What follows belongs to an exercise in optimizing a design on an open flow for a short achievable clock period and few clock cycles; a production flow would make more cautious choices.
The RTL was checked by simulation tests, not by an equivalence proof against the original design.
Power is estimated from default activity; no workload was simulated.

`flow/design.v`:
```
module RISCV(
    input clk, rst_n,
    output [31:0] imem_addr,
    input  [31:0] imem_rdata,
    output [31:0] dmem_addr,
    output [31:0] dmem_wdata,
    output        dmem_we,
    input  [31:0] dmem_rdata
);
reg [31:0] pc_f;
reg        v_d, pred_d;
reg [31:0] ir_d, pc_d;
reg        wen_x, ld_x, st_x, pred_x, beq_x, bne_x, blt_x, br_x, ok_x;
reg        add_x, sub_x, sll_x, srl_x, xor_x, or_x, and_x;
reg        fa_x, fb_x, fs_x;
reg [4:0]  rd_x;
reg [31:0] a_x, b_x, s_x, alt_x, pc_x, tgt_x;
reg        wen_m, ld_m, we_m, upd_m, set_m;
reg [4:0]  rd_m, bidx_m;
reg [2:0]  btag_m;
reg [7:0]  btgt_m;
reg [31:0] res_m, addr_m, wd_m;
reg [31:0] rf [0:31];
reg [31:0] bv;
reg [2:0]  btag [0:31];
reg [7:0]  btgt [0:31];
wire [4:0] fi    = pc_f[6:2];
wire       hit   = bv[fi] & (btag[fi] == pc_f[9:7]) & ~|pc_f[31:10] & ~|pc_f[1:0];
wire [31:0] ptgt = {22'b0, btgt[fi], 2'b00};
assign imem_addr = pc_f;
wire [6:0] op  = ir_d[6:0];
wire [2:0] f3  = ir_d[14:12];
wire [4:0] rs1 = ir_d[19:15];
wire [4:0] rs2 = ir_d[24:20];
wire [4:0] rd  = ir_d[11:7];
wire is_r  = op == 7'b0110011;
wire is_i  = op == 7'b0010011;
wire is_ld = op == 7'b0000011;
wire is_st = op == 7'b0100011;
wire is_br = op == 7'b1100011;
wire is_al = is_r | is_i;
wire use1 = is_al | is_ld | is_st | is_br;
wire use2 = is_r | is_st | is_br;
wire [31:0] imm_i = {{20{ir_d[31]}}, ir_d[31:20]};
wire [31:0] imm_s = {{20{ir_d[31]}}, ir_d[31:25], ir_d[11:7]};
wire [31:0] imm_b = {{20{ir_d[31]}}, ir_d[7], ir_d[30:25], ir_d[11:8], 1'b0};
wire [31:0] wdata = ld_m ? dmem_rdata : res_m;
wire [31:0] rv1 = (wen_m && rd_m == rs1) ? wdata : rf[rs1];
wire [31:0] rv2 = (wen_m && rd_m == rs2) ? wdata : rf[rs2];
wire [31:0] tgt = pc_d + imm_b;
wire [31:0] pc4 = pc_d + 32'd4;
wire mis;    
wire stall = v_d & ld_x & ((use1 & rd_x == rs1) | (use2 & rd_x == rs2));
wire go    = v_d & ~mis & ~stall;    
wire fwd_ok = wen_x & ~ld_x;
wire [31:0] a = fa_x ? res_m : a_x;
wire [31:0] b = fb_x ? res_m : b_x;
wire [31:0] s = fs_x ? res_m : s_x;
wire [31:0] sum = a + b;
wire [31:0] dif = a - b;
wire        eq  = a == b;
wire        big = |b[31:5];
wire [31:0] shl = big ? 32'b0 : a << b[4:0];
wire [31:0] shr = big ? 32'b0 : a >> b[4:0];
wire [31:0] res = ({32{add_x}} & sum) | ({32{sub_x}} & dif) |
                  ({32{sll_x}} & shl) | ({32{srl_x}} & shr) |
                  ({32{xor_x}} & (a ^ b)) | ({32{or_x}} & (a | b)) |
                  ({32{and_x}} & (a & b));
wire taken = (beq_x & eq) | (bne_x & ~eq) | (blt_x & dif[31]);
assign mis = pred_x ? ~taken : taken;
assign dmem_addr  = addr_m;
assign dmem_wdata = wd_m;
assign dmem_we    = we_m;
always @(posedge clk or negedge rst_n) begin
    if (!rst_n) begin
        pc_f   <= 32'b0;
        v_d    <= 1'b0;
        pred_d <= 1'b0;
    end else begin
        if (mis)
            pc_f <= alt_x;
        else if (!stall)
            pc_f <= hit ? ptgt : pc_f + 32'd4;
        if (mis)
            v_d <= 1'b0;
        else if (!stall) begin
            v_d    <= 1'b1;
            pred_d <= hit;
        end
    end
end
always @(posedge clk) begin
    if (!stall) begin
        ir_d <= imem_rdata;
        pc_d <= pc_f;
    end
end
always @(posedge clk or negedge rst_n) begin
    if (!rst_n) begin
        wen_x <= 1'b0; ld_x <= 1'b0; st_x <= 1'b0; pred_x <= 1'b0;
        beq_x <= 1'b0; bne_x <= 1'b0; blt_x <= 1'b0; br_x <= 1'b0;
    end else begin
        wen_x  <= go & (is_al | is_ld);
        ld_x   <= go & is_ld;
        st_x   <= go & is_st;
        br_x   <= go & is_br;
        pred_x <= go & pred_d;
        beq_x  <= go & is_br & (f3 == 3'b000);
        bne_x  <= go & is_br & (f3 == 3'b001);
        blt_x  <= go & is_br & (f3 == 3'b100);
    end
end
always @(posedge clk) begin
    rd_x  <= rd;
    add_x <= is_ld | is_st | (is_al & (f3 == 3'b010 | f3 == 3'b011 | (f3 == 3'b000 & ~(is_r & ir_d[30]))));
    sub_x <= is_r & f3 == 3'b000 & ir_d[30];
    sll_x <= is_al & f3 == 3'b001;
    xor_x <= is_al & f3 == 3'b100;
    srl_x <= is_al & f3 == 3'b101;
    or_x  <= is_al & f3 == 3'b110;
    and_x <= is_al & f3 == 3'b111;
    fa_x  <= fwd_ok & use1 & rd_x == rs1;
    fb_x  <= fwd_ok & (is_r | is_br) & rd_x == rs2;
    fs_x  <= fwd_ok & is_st & rd_x == rs2;
    a_x   <= rv1;
    b_x   <= (is_r | is_br) ? rv2 : (is_st ? imm_s : imm_i);
    s_x   <= rv2;
    alt_x <= pred_d ? pc4 : tgt;
    pc_x  <= pc_d;
    tgt_x <= tgt;
    ok_x  <= ~|pc_d[31:10] & ~|pc_d[1:0] & ~|tgt[31:10] & ~|tgt[1:0];
end
always @(posedge clk or negedge rst_n) begin
    if (!rst_n) begin
        wen_m <= 1'b0; ld_m <= 1'b0; we_m <= 1'b0; upd_m <= 1'b0; set_m <= 1'b0;
    end else begin
        wen_m <= wen_x;
        ld_m  <= ld_x;
        we_m  <= st_x;
        upd_m <= (br_x & taken & ok_x) | (pred_x & ~taken);
        set_m <= taken;
    end
end
always @(posedge clk) begin
    rd_m   <= rd_x;
    res_m  <= res;
    if (ld_x | st_x)
        addr_m <= sum;
    if (st_x)
        wd_m <= s;
    bidx_m <= pc_x[6:2];
    btag_m <= pc_x[9:7];
    btgt_m <= tgt_x[9:2];
end
integer i;
always @(posedge clk or negedge rst_n) begin
    if (!rst_n) begin
        for (i = 0; i < 32; i = i + 1)
            rf[i] <= 32'b0;
    end else if (wen_m)
        rf[rd_m] <= wdata;
end
always @(posedge clk or negedge rst_n) begin
    if (!rst_n)
        bv <= 32'b0;
    else if (upd_m)
        bv[bidx_m] <= set_m;
end
always @(posedge clk) begin
    if (upd_m & set_m) begin
        btag[bidx_m] <= btag_m;
        btgt[bidx_m] <= btgt_m;
    end
end
endmodule
```
`flow/config.mk`:
```
export PLATFORM = sky130hd
export DESIGN_NAME = RISCV
export DESIGN_NICKNAME = RISCV
export VERILOG_FILES = /design/flow/design.v
export SDC_FILE = /design/flow/constraint.sdc
export NUM_CORES = 4
export LEC_CHECK = 0
export CAP_MARGIN = 20
export CORE_MARGIN = 2
export CORE_UTILIZATION = 30
export PLACE_DENSITY = 0.5
export SLEW_MARGIN = 20
```
`flow/constraint.sdc`:
```
create_clock -name core_clock -period 11.5 [get_ports {clk}]
set_input_delay 2.3000 -clock core_clock [delete_from_list [all_inputs] [get_ports {clk}]]
set_output_delay 2.3000 -clock core_clock [all_outputs]
set_load 0.01 [all_outputs]
```
`flow/run.sh`:
```
#!/bin/bash
# synth_recipe.tcl (not shown) runs the flow's synth.tcl, then flattens the netlist and writes it again
# the make line also repeats each setting of config.mk as NAME=value (left out here)
make -C /OpenROAD-flow-scripts/flow DESIGN_CONFIG=/design/flow/config.mk WORK_HOME=/design/flow/orfs CLKGATE_MAP_FILE= SYNTH_SCRIPT=/design/flow/synth_recipe.tcl finish
```
==> results of run 1 <==
==> logic make-up after synthesis <==
kind of cell,count (synthesis)
fa+ha+maj,138
buf+inv,832
simple gates,2308
mux,372
xor+xnor,124
compound gates,2957
flops,1796
==> metrics by stage <==
step	setup slack (ns)	cell area, µm²	total power, µW	hold slack (ns)	instances
2_1_floorplan	6.02	86700	9380	0.310	8527
3_3_place_gp	4.86	93400	10900	0.313	12000
3_5_place_dp	4.84	93500	10900	0.313	12000
4_1_cts	4.83	100000	17500	0.312	12400
5_1_grt	4.20	100000	18100	0.332	12400
6_report	4.70	100000	17500	0.321	12400
==> how the worst max path moves through the flow <==
stage / startpoint / depth (start not counted) / slack (ns) / endpoint
global route: fa_x / 20 / 4.20 / bne_x
global placement: fb_x / 20 / 4.86 / blt_x
floorplan: fb_x / 22 / 6.02 / pc_f[17]
detailed placement: fa_x / 20 / 4.84 / bne_x
finish: fa_x / 20 / 4.70 / beq_x
CTS: fb_x / 19 / 4.83 / bne_x
==> worst max-delay path, cell delays in order (launching register included) <==
cell and delay [ns]:
dfxtp_2 0.31, buf_4 0.56, mux2i_1 0.58, inv_1 0.25, ha_1 0.24, o21bai_1 0.16
a21oi_1 0.38, o21bai_1 0.10, a21oi_1 0.42, o21ai_0 0.30, a31oi_1 0.53, o22ai_1 0.24
a21oi_1 0.40, xnor2_1 0.10, buf_4 0.18, o21a_1 0.18, ha_2 0.31, buf_4 0.52
nor2b_1 0.45, nand3_1 0.20, nor4_1 0.21
==> sequential cells by signal, indices dropped and copies added (netlist names), 3 cells and up <==
signal,flops
rf,1024
btgt,256
btag,96
a_x,32
addr_m,32
b_x,32
bv,32
ir_d,32
pc_d,32
pc_f,32
res_m,32
s_x,32
wd_m,32
alt_x,31
tgt_x,9
btgt_m,8
pc_x,8
bidx_m,5
rd_m,5
rd_x,5
btag_m,3
==> Yosys cell counts (all sizes together) (14+ instances only) <==
cell    number
mux2        82
or3         17
xnor2       71
clkbuf     636
o32a        43
edfxtp     480
or3b        14
nand2b      23
inv        121
a211oi      36
mux4       114
nand3b      15
a221oi     288
nor2      1035
and2        15
nand4      123
a22o       279
o22ai       14
a22oi      417
ha         135
o211ai      51
o21ai      646
buf         74
nor3        49
nor4        42
o21bai      19
and3        31
nand3      178
a221o       19
dfrtp     1103
o21a        15
xor2        53
a21oi      952
a31oi       36
dfxtp      213
nand2      691
mux2i      176
a21o        42
nor2b       18
or4         22
==> report_power, final <==
part	switching, µW	internal (µW)	total (µW)
Combinational	2180	1110	3290
Sequential	498	7080	7580
Clock	2820	3850	6680
==> cell usage in the layout (no fill, tap or decap), drive strengths merged, types with 42 or more instances in the layout <==
cell type         n
dfrtp          1103
nor2           1035
a21oi           952
nand2           691
o21ai           646
edfxtp          480
a22oi           417
a221oi          288
a22o            279
clkbuf          276
buf             256
dfxtp           213
nand3           178
mux2i           176
clkdlybuf4s50   161
ha              135
inv             133
nand4           123
mux4            114
mux2             82
xnor2            71
clkinv           58
xor2             53
o211ai           51
nor3             49
o32a             43
a21o             42
nor4             42
==> metal layers <==
| metal | up-vias | wire (µm) | global-route usage |
|---|---|---|---|
| met5 | - | 323 | 0.00181 |
| met2 | 5655 | 176000 | 0.400 |
| met3 | 1480 | 51100 | 0.0903 |
| li1 | 31600 | - | - |
| met4 | 32 | 29300 | 0.163 |
| met1 | 38400 | 171000 | 0.374 |
==> area by class of cell <==
cell class              instances  share of cell area
well taps                    3781              0.0472
diodes                         24            0.000599
clock buffers                 275              0.0576
inverters                     122             0.00456
multi-input cells            5899               0.382
repair buffers                418              0.0373
flip-flops and latches       1796               0.462
clock inverters                86             0.00884
==> qor.csv, run 1 <==
metric,value,unit
status,no timing/DRC/antenna violations,
clkSinkCount,1796,
drt_iter0_drc,12800,
synth_simple_gate_area_frac,0.115,
start_util,0.301,
vias,77200,
min_path_type,flop to flop,
die_y,541,µm
ys_ff_latch,1796,
place_congestion,0.926,
viasPerCell,6.22,
ys_async_sr_fraction,0.614,
wire_per_inst,34.5,µm
nFillCells,28700,
grt_setup_unrepaired,false,
r2r-start,fa_x,
synth_compound_area_frac,0.221,
synth.area.top_cells,"dfrtp_1, edfxtp_1, a21oi_1",
worstHoldEndpoint,bidx_m[2],
htree_levels,4,
power_density,175,nW/µm²
setup_viol,0,
synth_top_family_by_area,compound AO/OA/AOI/OAI gates,
fp.dieW,541,µm
nets,8643,
synth_cell_types,83,
hold_depth,0,
syn_nets,8731,
synth_area,86700,µm²
synth.mux.area_fraction,0.0606,
coreArea,288000,µm²
slew_headroom,0.167,
synth-xor-area-share,0.0125,
grt-ovfl-total,0,
hold_path.startpoint,pc_x[4],
grt_use_total,0.282,
clk_pin_slew,0.06,ns
timing.setup.tns,0,ns
end_kind,flop,
synth-seq-area-share,0.534,
clk_latency,0.92,ns
r2r_setup_slack,4.70,ns
pin_count,163,
grt_pass1_vias,73100,
min_period,6.80,ns
maxCapViolCount,0,
synthCells,8527,
grt_max_degree,157,
yosys_warnings,2,
period_share,0.591,
area_growth_syn_to_layout,15.8,%
cts_tree,yes,
cts_max_path_buffers,4,
reg2reg_to,beq_x,
ys.flop_type,dfrtp_1,
tightestPinTransition,1.25,ns
worstSetupPathType,flop to flop,
multi_input_area,38400,µm²
finClkSkew,0.115,ns
worstRegToRegCells,20,
firstDrtPassIters,9,
required,12.25,ns
finalWirelength,427000,µm
dieArea,293000,µm²
numCtsBuffers,202,
synth-edff-count,480,
avgSynthCellArea,10.2,µm²
drive_above_1_share,0.114,
timing.fmax,147,MHz
postLayoutCoreUtil,0.349,
crit_fanout,64,
postRouteAntennaNets,0,
cts_setup_buffers,0,
cts_hold_buf,0,
crit_arrival,7.55,ns
timing.final.hold_violations,0,
slew_violations,0,
power_leakage,0.0375,µW
netlist.area_leader.share,0.318,
rows,197,
worstSetupStartpointType,flop,
max-vdd-ir-drop,0.000151,V
grt_pass1_wl,588000,µm
drc,0,
synth_fa_ha_area_frac,0.0202,
io_buffers,162,
post_cts_resized,0,
seq_area,46300,µm²
antenna_found_initial,30,
yosysTopAreaCell,dfrtp_1,
dp_hpwl,257000,µm
cts-root-buf,clkbuf_16,
Testbench counts, summed over its fixed seeds: cycles 33,469.
==> inputs of run 2 (changes only) <==
--- a/flow/config.mk
+++ b/flow/config.mk
@@ -5,8 +5,10 @@
 export SDC_FILE = /design/flow/constraint.sdc
 export NUM_CORES = 4
 export LEC_CHECK = 0
+export ABC_CLOCK_PERIOD_IN_PS = 3000
 export CAP_MARGIN = 20
 export CORE_MARGIN = 2
 export CORE_UTILIZATION = 30
 export PLACE_DENSITY = 0.5
+export SETUP_SLACK_MARGIN = 5
 export SLEW_MARGIN = 20
==> qor.csv, run 2 <==
metric,value,unit,change
vias,77200,,+0.064%
cts_tree,yes,,
top_regs,"rf: 1024 flops, btgt: 256 flops, btag: 96 flops",,
yosysMostFrequentCell,dfrtp_1,,
place_congestion,0.926,,unchanged
ys.flop_type,dfrtp_1,,
timing.fmax,164,MHz,+11%
synth-edff-count,480,,unchanged
dieArea,293000,µm²,unchanged
power_leakage,0.0375,µW,about the same
drc,0,,unchanged
fp.dieW,541,µm,unchanged
synth_area,86700,µm²,unchanged
grt_pass1_vias,73100,,unchanged
grt_setup_unrepaired,false,,
slew_headroom,0.161,,-0.00592
synth.area.top_cells,"dfrtp_1, edfxtp_1, a21oi_1",,
clk_pin_slew,0.06,ns,about the same
syn_nets,8731,,unchanged
cts-root-buf,clkbuf_16,,
viasPerCell,6.22,,about the same
worstSetupPathType,flop to flop,,
postRouteAntennaNets,0,,unchanged
grt_pass1_wl,588000,µm,unchanged
firstDrtPassIters,10,,+1
io_buffers,162,,unchanged
min_path_type,flop to flop,,
ys_async_sr_fraction,0.614,,unchanged
nets,8643,,unchanged
largest_register_ffs,1024,,unchanged
clk_latency,0.92,ns,about the same
max-vdd-ir-drop,0.000150,V,-0.54%
setup_slack,5.40,ns,+0.695 ns
pin_count,163,,unchanged
finalWirelength,427000,µm,about the same
crit_fanout,64,,unchanged
end_kind,flop,,
slew_violations,0,,unchanged
period_share,0.531,,-0.0604
worstPathCellList,clkbuf_8 -> mux2i_4 -> buf_6 -> ha_1 -> or3_1 -> o21bai_1 -> a21oi_2 -> o21ai_0 -> a31oi_2 -> o22ai_1 -> a21oi_1 -> xnor2_1 -> buf_4 -> o21a_1 -> ha_2 -> buf_6 -> nor2b_2 -> nand3_1 -> nor4_1,,
grt_max_degree,157,,unchanged
start_util,0.301,,unchanged
slowest_stage,o21ai_0,,
htree_levels,4,,unchanged
numCtsBuffers,202,,unchanged
seq_area,46300,µm²,unchanged
ys_ff_latch,1796,,unchanged
place_ws,4.84,ns,unchanged
clkSinkCount,1796,,unchanged
required,12.26,ns,about the same
worstSetupStartpointType,flop,,
die_y,541,µm,unchanged
antenna_found_initial,30,,unchanged
synthCells,8527,,unchanged
setup_viol,0,,unchanged
drive_above_1_share,0.115,,+0.000698
synth_common_cells,"dfrtp_1, nor2_1, a21oi_1",,
multi_input_area,38400,µm²,about the same
synth-seq-area-share,0.534,,unchanged
wire_per_inst,34.5,µm,about the same
tightestPinTransition,1.25,ns,+0.00886 ns
power_density,175,nW/µm²,about the same
final_common_cell,dfrtp_1,,
cp_common_cell,buf_6,,
nFillCells,28700,,-0.024%
grt_use_total,0.282,,unchanged
maxCapViolCount,0,,unchanged
cp_top_family,compound AO/OA/AOI/OAI gates,,
yosysTopAreaCell,dfrtp_1,,
coreArea,288000,µm²,unchanged
synth_cell_types,83,,unchanged
crit_buf_inv,4,,unchanged
cts_max_path_buffers,4,,unchanged
status,no timing/DRC/antenna violations,,
drt_iter0_drc,12800,,+0.30%
min_period,6.10,ns,-0.695 ns
finClkSkew,0.110,ns,-0.00416 ns
timing.setup.tns,0,ns,unchanged
crit_arrival,6.86,ns,-0.69 ns
dp_hpwl,257000,µm,unchanged
grt-ovfl-total,0,,unchanged
rows,197,,unchanged
yosys_warnings,2,,unchanged
final_cell_mix,"dfrtp_1, a21oi_1, nor2_1",,
slowest_delay,0.49,ns,-0.09 ns
netlist.area_leader.share,0.318,,unchanged
cts_hold_buf,0,,unchanged
cts_setup_buffers,0,,unchanged
regMostFlops,rf,,
avgSynthCellArea,10.2,µm²,unchanged
timing.final.hold_violations,0,,unchanged
area_growth_syn_to_layout,15.8,%,about the same
==> run 2: kinds of logic after synthesis <==
| group | synth area share |
|---|---|
| adders and majority gates | 0.0202 |
| buffers and inverters | 0.0367 |
| xor gates and xnor gates | 0.0125 |
| AOI/OAI and AO/OA | 0.221 |
| muxes | 0.0606 |
| DFF | 0.534 |
| and+or+nand+nor | 0.115 |
==> run 2: area by class of cell <==
cell class,count,share of cell area
Clock inverter,86,0.00884
Clock buffer,275,0.0576
Antenna cell,25,0.000623
Timing Repair Buffer,418,0.0375
Tap cell,3781,0.0471
Sequential cell,1796,0.461
Multi-Input combinational cell,5899,0.382
Inverter,122,0.00456
==> run 2: final timing paths <==
kind,from,end,slack [ns],cells past startpoint
worst min-delay path,pc_x[4],bidx_m[2],0.32,0
worst min register to register,pc_x[4],bidx_m[2],0.32,0
max in group asynchronous,rst_n,pc_f[3],7.68,3
min in group asynchronous,rst_n,rf[1][22],1.51,1
worst max-delay path,fb_x,beq_x,5.40,19
worst max register to register,fb_x,beq_x,5.40,19
==> run 2: repair_timing <==
item | 4_1_cts | 5_1_grt
setup endpoints to repair | 9 | 10
gates resized for setup | 3 | 8
hold endpoints to repair | 0 | 0
pin swaps | 0 | 0
==> run 2: metrics by stage <==
stage | cells | util | total power [µW] | hold slack [ns] | area (µm²)
6_report | 12400 | 0.349 | 17600 | 0.322 | 100000
5_1_grt | 12400 | 0.349 | 18100 | 0.332 | 100000
4_1_cts | 12400 | 0.348 | 17500 | 0.312 | 100000
3_5_place_dp | 12000 | 0.325 | 10900 | 0.313 | 93500
3_3_place_gp | 12000 | 0.325 | 10900 | 0.313 | 93400
2_1_floorplan | 8527 | - | 9380 | 0.310 | 86700
==> run 2: where the power goes <==
part | total [µW] | switching, µW | internal (µW)
Sequential | 7590 | 503 | 7080
Clock | 6680 | 2830 | 3850
Combinational | 3290 | 2180 | 1110
Total | 17600 | 5510 | 12000
==> run 2: layer usage <==
layer | vias up | part of all wire | global-route usage | wire, µm
li1 | 31600 | - | - | -
met2 | 5714 | 0.41 | 0.400 | 176000
met4 | 34 | 0.069 | 0.163 | 29400
met5 | - | 0.00071 | 0.00181 | 305
met3 | 1500 | 0.12 | 0.0903 | 51100
met1 | 38400 | 0.40 | 0.374 | 171000
==> run 2: worst register-to-register path, stage by stage, from the launching register on <==
cell and delay (ns):
dfxtp_2 0.36, clkbuf_8 0.44, mux2i_4 0.33, buf_6 0.39, ha_1 0.41, or3_1 0.46
o21bai_1 0.20, a21oi_2 0.12, o21ai_0 0.49, a31oi_2 0.28, o22ai_1 0.31, a21oi_1 0.21
xnor2_1 0.16, buf_4 0.18, o21a_1 0.19, ha_2 0.32, buf_6 0.37, nor2b_2 0.39
nand3_1 0.18, nor4_1 0.21

[static timing again, ports no longer ideal]
The results above use ideal ports. As a check the final layouts listed here were re-extracted and re-timed, cells and wires unchanged.
Step 1, drivers: a clkbuf_16 drives clk and a buf_2 each remaining input, both assumed.
Step 2 times the ports against the registers' clock, not the clock port: input delays grow and output delays shrink by t, the midpoint of the rising clock arrivals with the driver on.
Three values: no drivers, after step 1, after step 2; two values: the first two.
| run | t, ns | setup slack, ns | cell pins on the clock port's net |
|---|---|---|---|
| run 1 | 0.952 | 4.704 / 4.704 / 4.704 | 1 |
| run 2 | 0.954 | 5.399 / 5.399 / 5.399 | 1 |
After both steps setup and hold are still met in every run listed.
